What follows belongs to an exercise in optimizing a design on an open flow for small area; a production flow would make more cautious choices.
In this exercise RTL edits were held to simulation tests only and were not proved equivalent to the original.
Power and IR drop assume default switching activity.

## build 68
==> flow/design.v (excerpt) <==
module sync_fifo
  #
  (
   parameter WIDTH = 32,
   parameter DEPTH = 8,
   parameter DLOG2 = 3,
   parameter AFULL = 3
   )
  (
   input  [WIDTH-1:0]     data,
   input                  wrreq,
   input                  rdreq,
   input                  clock,
   input                  aclr,
   output reg [WIDTH-1:0] q,
   output                 full,
   output                 empty,
   output reg [DLOG2-1:0] usedw,
   output                 almost_full
   );
export LEC_CHECK = 0
export CAP_MARGIN = 20
export CORE_MARGIN = 2
export CORE_UTILIZATION = 40
export SLEW_MARGIN = 20
create_clock -name core_clock -period 5.0 [get_ports {clock}]
standard.sh (not shown) runs the stock make flow with config.mk's settings and CLKGATE_MAP_FILE= SYNTH_SCRIPT=/design/flow/synth_recipe.tcl, a recipe that flattens the netlist after the stock synthesis.
==> flow/flow/run.sh <==
#!/bin/bash
# Layout flow: the standard ORFS layout (standard.sh) with these changes:
#  - synthesis maps the combinational logic with an area-only ABC script
#    (flow/abc_area.script, via flow/synth_area.tcl); registers are mapped
#    by the standard synthesis steps, before ABC, so they are unchanged;
#  - ports are buffered with the smallest buffer (buf_1);
#  - the clock tree is built from clkbuf_4 without dummy loads.
# Each make run writes its output to a log of its own here; ORFS keeps its
# per-step logs under orfs/logs.
set -euo pipefail
work=$(pwd)
export FLOW_ABC_SCRIPT=$work/flow/abc_area.script
export FLOW_STD_SYNTH=$work/synth_recipe.tcl
vars=(
  "SYNTH_SCRIPT=$work/flow/synth_area.tcl"
  "BUFFER_PORTS_ARGS=-buffer_cell sky130_fd_sc_hd__buf_1"
  "CTS_ARGS=-sink_clustering_enable -repair_clock_nets -dont_use_dummy_load -buf_list {sky130_fd_sc_hd__clkbuf_4} -sink_clustering_size 10 -sink_clustering_max_diameter 40"
  "CORE_UTILIZATION=60"
  "PLACE_DENSITY=0.75"
  "GPL_TIMING_DRIVEN=0"
)
bash standard.sh "${vars[@]}" synth > "$work/synth.log" 2>&1
bash standard.sh "${vars[@]}" finish > "$work/layout.log" 2>&1
==> flow/flow/abc_area.script <==
&get -n
&st
&dch
&nf -a
&put
==> flow/flow/synth_area.tcl <==
# The standard flow's synthesis (synth_recipe.tcl) with one change: the ABC call that maps
# the combinational logic uses an area-only script (flow/abc_area.script)
# instead of ORFS's delay-driven one. Registers are mapped before ABC runs,
# so they come out as in the standard synthesis.
proc abc {args} {
  set i [lsearch -exact $args -script]
  if { $i >= 0 && ![string match *retime* [lindex $args [expr {$i + 1}]]] } {
    lset args [expr {$i + 1}] $::env(FLOW_ABC_SCRIPT)
  }
  foreach opt {-D -constr} {
    set j [lsearch -exact $args $opt]
    if { $j >= 0 } { set args [lreplace $args $j [expr {$j + 1}]] }
  }
  yosys abc {*}$args
}
source $::env(FLOW_STD_SYNTH)
[inputs] build 29 vs build 68
diff --git a/flow/flow/run.sh b/flow/flow/run.sh
--- a/flow/flow/run.sh
+++ b/flow/flow/run.sh
@@ -16,7 +16,6 @@
   "BUFFER_PORTS_ARGS=-buffer_cell sky130_fd_sc_hd__buf_1"
   "CTS_ARGS=-sink_clustering_enable -repair_clock_nets -dont_use_dummy_load -buf_list {sky130_fd_sc_hd__clkbuf_4} -sink_clustering_size 10 -sink_clustering_max_diameter 40"
-  "CORE_UTILIZATION=60"
-  "PLACE_DENSITY=0.75"
-  "GPL_TIMING_DRIVEN=0"
+  "CORE_UTILIZATION=75"
+  "PLACE_DENSITY=0.88"
 )
 bash standard.sh "${vars[@]}" synth > "$work/synth.log" 2>&1
Results
Post-detailed-routing wire length, build 29 and build 68: lower on build 68
The share of the clock period used by the worst path after layout of build 29 exceeds that of build 68 by 1.4 points.
Of build 29 and build 68, the higher global-route wire length before repair belongs to build 68.
A critical path start-end classification of reg2out is what build 68 shows, while in2reg belongs to build 29.
As far as final sum of negative setup slack goes, build 29 and build 68 are indistinguishable; the numbers are identical.
In build 29, the count of clock-buffer cells in the layout came out about 3.3% above the value in build 68.
Changes observed in build 29 relative to build 68: power share of the combinational group now smaller; clock network power share comparable.
Detailed route wirelength on metal3: higher on build 29
Compared with build 68, in build 29 multi-input gate area in the final layout decreased about 0.3%; overall die height decreased 13 um.
Here is what was changed in the inputs of build 93 compared with build 29.
diff --git a/flow/flow/run.sh b/flow/flow/run.sh
--- a/flow/flow/run.sh
+++ b/flow/flow/run.sh
@@ -16,6 +16,8 @@
   "BUFFER_PORTS_ARGS=-buffer_cell sky130_fd_sc_hd__buf_1"
   "CTS_ARGS=-sink_clustering_enable -repair_clock_nets -dont_use_dummy_load -buf_list {sky130_fd_sc_hd__clkbuf_4} -sink_clustering_size 10 -sink_clustering_max_diameter 40"
-  "CORE_UTILIZATION=75"
-  "PLACE_DENSITY=0.88"
+  "CORE_UTILIZATION=60"
+  "PLACE_DENSITY=0.75"
+  "CAP_MARGIN=5"
+  "SLEW_MARGIN=5"
 )
 bash standard.sh "${vars[@]}" synth > "$work/synth.log" 2>&1
==> run summary <==
- Build 93 finished every stage and its layout cleared the timing, DRC and antenna checks.
- Build 93 -> build 29: number of distinct library cell variants in the gate-level netlist after synthesis delta 0, exact match
- Diff build 29 -> build 93: placement-stage cell area comparable; total routed wirelength stayed essentially flat; overall power after layout now sits lower; antenna diode count comparable; global routing met3 resource utilization decreased 1.1 points.
- Relative to build 29, clock buffer count has decreased by 3.2% in build 93.
- Build 29 reports its end point of the critical path as q[11] while build 93 reports full.
- Of the two candidates, build 29 has the worse HPWL reported at the end of detailed placement and build 93 the better one.
--- input diff build 93..build 82 ---
diff --git a/flow/flow/run.sh b/flow/flow/run.sh
--- a/flow/flow/run.sh
+++ b/flow/flow/run.sh
@@ -5,5 +5,5 @@
 #    by the standard synthesis steps, before ABC, so they are unchanged;
 #  - ports are buffered with the smallest buffer (buf_1);
-#  - the clock tree is built from clkbuf_4 without dummy loads.
+#  - the clock tree is built from clkbuf_4/clkbuf_8 without dummy loads.
 # Each make run writes its output to a log of its own here; ORFS keeps its
 # per-step logs under orfs/logs.
@@ -15,9 +15,5 @@
   "SYNTH_SCRIPT=$work/flow/synth_area.tcl"
   "BUFFER_PORTS_ARGS=-buffer_cell sky130_fd_sc_hd__buf_1"
-  "CTS_ARGS=-sink_clustering_enable -repair_clock_nets -dont_use_dummy_load -buf_list {sky130_fd_sc_hd__clkbuf_4} -sink_clustering_size 10 -sink_clustering_max_diameter 40"
-  "CORE_UTILIZATION=60"
-  "PLACE_DENSITY=0.75"
-  "CAP_MARGIN=5"
-  "SLEW_MARGIN=5"
+  "CTS_ARGS=-sink_clustering_enable -repair_clock_nets -dont_use_dummy_load -buf_list {sky130_fd_sc_hd__clkbuf_4 sky130_fd_sc_hd__clkbuf_8} -sink_clustering_size 16 -sink_clustering_max_diameter 50"
 )
 bash standard.sh "${vars[@]}" synth > "$work/synth.log" 2>&1
--- outcome ---
Core utilization (lower): build 82. In the flow results for build 93 and build 82, the post-route clock period utilization is larger on build 93. Build 82 against build 93: die width went up, first-pass GRT wire length went up, count of standard-cell rows went up. Compared with build 93, build 82 shows a lower total global-route track usage. Cell area after layout: build 82 higher than build 93. From build 93 to build 82 the numbers moved as follows: final cell count saw an increase; signed area change from the synthesized netlist to the final layout moved up; number of cells on the worst reg-to-reg path neither gained nor lost much.
### build 82 -> build 97
diff --git a/flow/flow/run.sh b/flow/flow/run.sh
--- a/flow/flow/run.sh
+++ b/flow/flow/run.sh
@@ -5,5 +5,5 @@
 #    by the standard synthesis steps, before ABC, so they are unchanged;
 #  - ports are buffered with the smallest buffer (buf_1);
-#  - the clock tree is built from clkbuf_4/clkbuf_8 without dummy loads.
+#  - the clock tree is built from clkbuf_4 without dummy loads.
 # Each make run writes its output to a log of its own here; ORFS keeps its
 # per-step logs under orfs/logs.
@@ -15,5 +15,7 @@
   "SYNTH_SCRIPT=$work/flow/synth_area.tcl"
   "BUFFER_PORTS_ARGS=-buffer_cell sky130_fd_sc_hd__buf_1"
-  "CTS_ARGS=-sink_clustering_enable -repair_clock_nets -dont_use_dummy_load -buf_list {sky130_fd_sc_hd__clkbuf_4 sky130_fd_sc_hd__clkbuf_8} -sink_clustering_size 16 -sink_clustering_max_diameter 50"
+  "CTS_ARGS=-sink_clustering_enable -repair_clock_nets -dont_use_dummy_load -buf_list {sky130_fd_sc_hd__clkbuf_4} -sink_clustering_size 11 -sink_clustering_max_diameter 45"
+  "CORE_UTILIZATION=60"
+  "PLACE_DENSITY=0.75"
 )
 bash standard.sh "${vars[@]}" synth > "$work/synth.log" 2>&1
Results
Internal portion of total power: lower on build 97
The critical path class comes out in2reg in one run and reg2out in the other, namely in build 82 and build 97 respectively.
Fraction of final layout cells sized beyond drive strength 1: build 97 vs build 82 up 0.72 points
Build 97 reports a higher period utilization than build 82 does.

========
sync_fifo again, from the RTL that the note above started with.
export LEC_CHECK = 0
export CAP_MARGIN = 20
export CORE_MARGIN = 2
export CORE_UTILIZATION = 40
export SLEW_MARGIN = 20
create_clock -name core_clock -period 5.0 [get_ports {clock}]
==> flow/flow/run.sh <==
#!/bin/bash
# Layout flow: the standard ORFS layout (standard.sh) with these changes:
#  - synthesis maps the combinational logic with an area-only ABC script
#    (flow/abc_area.script, via flow/synth_area.tcl); registers are mapped
#    by the standard synthesis steps, before ABC, so they are unchanged;
#  - ports are buffered with the smallest buffer (buf_1);
#  - the clock tree is built from clkbuf_4 without dummy loads.
# Each make run writes its output to a log of its own here; ORFS keeps its
# per-step logs under orfs/logs.
set -euo pipefail
work=$(pwd)
export FLOW_ABC_SCRIPT=$work/flow/abc_area.script
export FLOW_STD_SYNTH=$work/synth_recipe.tcl
vars=(
  "SYNTH_SCRIPT=$work/flow/synth_area.tcl"
  "BUFFER_PORTS_ARGS=-buffer_cell sky130_fd_sc_hd__buf_1"
  "CTS_ARGS=-sink_clustering_enable -repair_clock_nets -dont_use_dummy_load -buf_list {sky130_fd_sc_hd__clkbuf_4} -sink_clustering_size 10 -sink_clustering_max_diameter 40"
)
bash standard.sh "${vars[@]}" synth > "$work/synth.log" 2>&1
bash standard.sh "${vars[@]}" finish > "$work/layout.log" 2>&1
Scripts as last shown in full above: flow/flow/abc_area.script, flow/flow/synth_area.tcl
==> next run, changes <==
--- a/flow/flow/run.sh
+++ b/flow/flow/run.sh
@@ -17,2 +17,4 @@
   "CTS_ARGS=-sink_clustering_enable -repair_clock_nets -dont_use_dummy_load -buf_list {sky130_fd_sc_hd__clkbuf_4} -sink_clustering_size 10 -sink_clustering_max_diameter 40"
+  "CORE_UTILIZATION=50"
+  "PLACE_DENSITY=0.65"
 )
=> The changed run finished with timing, DRC and antenna clean; area after synthesis is unchanged; die area decreases by about a fifth; hold slack gains 0.016 ns; total power decreases slightly; sequential power hardly moves.
==> next run, changes <==
--- a/flow/flow/run.sh
+++ b/flow/flow/run.sh
@@ -17,4 +17,4 @@
   "CTS_ARGS=-sink_clustering_enable -repair_clock_nets -dont_use_dummy_load -buf_list {sky130_fd_sc_hd__clkbuf_4} -sink_clustering_size 10 -sink_clustering_max_diameter 40"
-  "CORE_UTILIZATION=50"
-  "PLACE_DENSITY=0.65"
+  "CORE_UTILIZATION=60"
+  "PLACE_DENSITY=0.75"
 )
The changed run finished clean.
Combinational power is about the same.
Non-clock buffer count stays the same.
Synthesized area is unchanged.
Count of clock-buffer cells in the layout fell by 5.
Setup slack degrades by 0.072 ns.
Hold slack improves by 0.032 ns.
Flip-flop and latch count is unchanged.
Total power fell by about 1.6%.
Cell area fell by about 0.8%.
Routed wire length fell by about 1.4%.
Fmax fell by 2.7%.

========
sync_fifo, a different RTL version from the one above (not shown whole).
Size: ~260 flip-flops, about 74 I/O pins, roughly 0.0090 mm2 of cells after synthesis.
==> flow/config.mk <==
export PLATFORM = sky130hd
export DESIGN_NAME = sync_fifo
export DESIGN_NICKNAME = sync_fifo
export VERILOG_FILES = /design/flow/design.v
export SDC_FILE = /design/flow/constraint.sdc
export NUM_CORES = 4
export LEC_CHECK = 0
export CAP_MARGIN = 20
export CORE_MARGIN = 2
export CORE_UTILIZATION = 40
export SLEW_MARGIN = 20
==> flow/constraint.sdc <==
create_clock -name core_clock -period 5.0 [get_ports {clock}]
set_input_delay 1.0000 -clock core_clock [delete_from_list [all_inputs] [get_ports {clock}]]
set_output_delay 1.0000 -clock core_clock [all_outputs]
set_load 0.01 [all_outputs]
==> flow/flow/run.sh <==
#!/bin/bash
# Layout flow: the standard ORFS layout (standard.sh) with these changes:
#  - synthesis maps the combinational logic with an area-only ABC script
#    (flow/abc_area.script, via flow/synth_area.tcl); registers are mapped
#    by the standard synthesis steps, before ABC, so they are unchanged;
#  - ports are buffered with the smallest buffer (buf_1);
#  - the clock tree is built from clkbuf_4 without dummy loads.
# Each make run writes its output to a log of its own here; ORFS keeps its
# per-step logs under orfs/logs.
set -euo pipefail
work=$(pwd)
export FLOW_ABC_SCRIPT=$work/flow/abc_area.script
export FLOW_STD_SYNTH=$work/synth_recipe.tcl
vars=(
  "SYNTH_SCRIPT=$work/flow/synth_area.tcl"
  "BUFFER_PORTS_ARGS=-buffer_cell sky130_fd_sc_hd__buf_1"
  "CTS_ARGS=-sink_clustering_enable -repair_clock_nets -dont_use_dummy_load -buf_list {sky130_fd_sc_hd__clkbuf_4} -sink_clustering_size 10 -sink_clustering_max_diameter 40"
)
bash standard.sh "${vars[@]}" synth > "$work/synth.log" 2>&1
bash standard.sh "${vars[@]}" finish > "$work/layout.log" 2>&1
==> flow/flow/abc_area.script <==
&get -n
&st
&synch2
&nf -a
&put
Scripts as last shown in full above: flow/flow/synth_area.tcl
The first run completed without violations.
Then changed:
--- a/flow/flow/run.sh
+++ b/flow/flow/run.sh
@@ -7 +7 @@
-#  - the clock tree is built from clkbuf_4 without dummy loads.
+#  - the clock tree is built from clkbuf_4/clkbuf_8 without dummy loads.
@@ -17 +17 @@
-  "CTS_ARGS=-sink_clustering_enable -repair_clock_nets -dont_use_dummy_load -buf_list {sky130_fd_sc_hd__clkbuf_4} -sink_clustering_size 10 -sink_clustering_max_diameter 40"
+  "CTS_ARGS=-sink_clustering_enable -repair_clock_nets -dont_use_dummy_load -buf_list {sky130_fd_sc_hd__clkbuf_4 sky130_fd_sc_hd__clkbuf_8} -sink_clustering_size 16 -sink_clustering_max_diameter 50"
The changed run went through all stages and came out clean.
Via count shrinks by 1.2%.
Flip-flop and latch count does not change.
Final area grows by about 0.5%.
Maximum frequency grows by 0.63%.
Area after synthesis is unchanged.
Sequential share of layout area shrinks by 0.40 points.
Setup slack is better by 0.023 ns.

==> re-timing with driven ports <==
The flow's constraints put no driver on any port. The routed layouts listed below were extracted and timed again, unchanged, in two steps. Step 1 (the two cells are an assumption about what drives the block):
set clk [get_ports {clock}]
set_driving_cell -lib_cell sky130_fd_sc_hd__clkbuf_16 $clk
set_driving_cell -lib_cell sky130_fd_sc_hd__buf_2 [delete_from_list [all_inputs] $clk]
Step 2 moves the port delays by t, midway between the first and last clock arrival at a register: inputs arrive t later, outputs are due t later. That takes back most of the time a late clock gives input paths. a / b / c = no drivers / after step 1 / after step 2; a / b = the first two.
run	t (ns)	setup slack, ns	worst register clock-pin slew, ns
build 68	0.641	2.329 / 2.294 / 1.791	0.11 / 0.11
build 29	0.625	2.257 / 2.268 / 1.642	0.11 / 0.11
build 93	0.680	2.335 / 2.298 / 2.120	0.11 / 0.11
build 82	0.555	2.446 / 2.434 / 1.892	0.10 / 0.10
build 97	0.665	2.356 / 2.321 / 2.078	0.11 / 0.11
the first run of note 2	0.621	2.367 / 2.335 / 1.913	0.11 / 0.11
the second run of note 2	0.627	2.407 / 2.373 / 1.920	0.11 / 0.11
the third run of note 2	0.680	2.335 / 2.298 / 2.120	0.11 / 0.11
the first run of note 3	0.629	1.234 / 1.201 / 1.831	0.11 / 0.11
the second run of note 3	0.562	1.258 / 1.218 / 1.780	0.10 / 0.10
After both steps setup and hold are still met in every run listed. For build 29, which loses most, drivers alone change the setup slack by +0.011 ns; drivers and shift together by -0.615 ns.
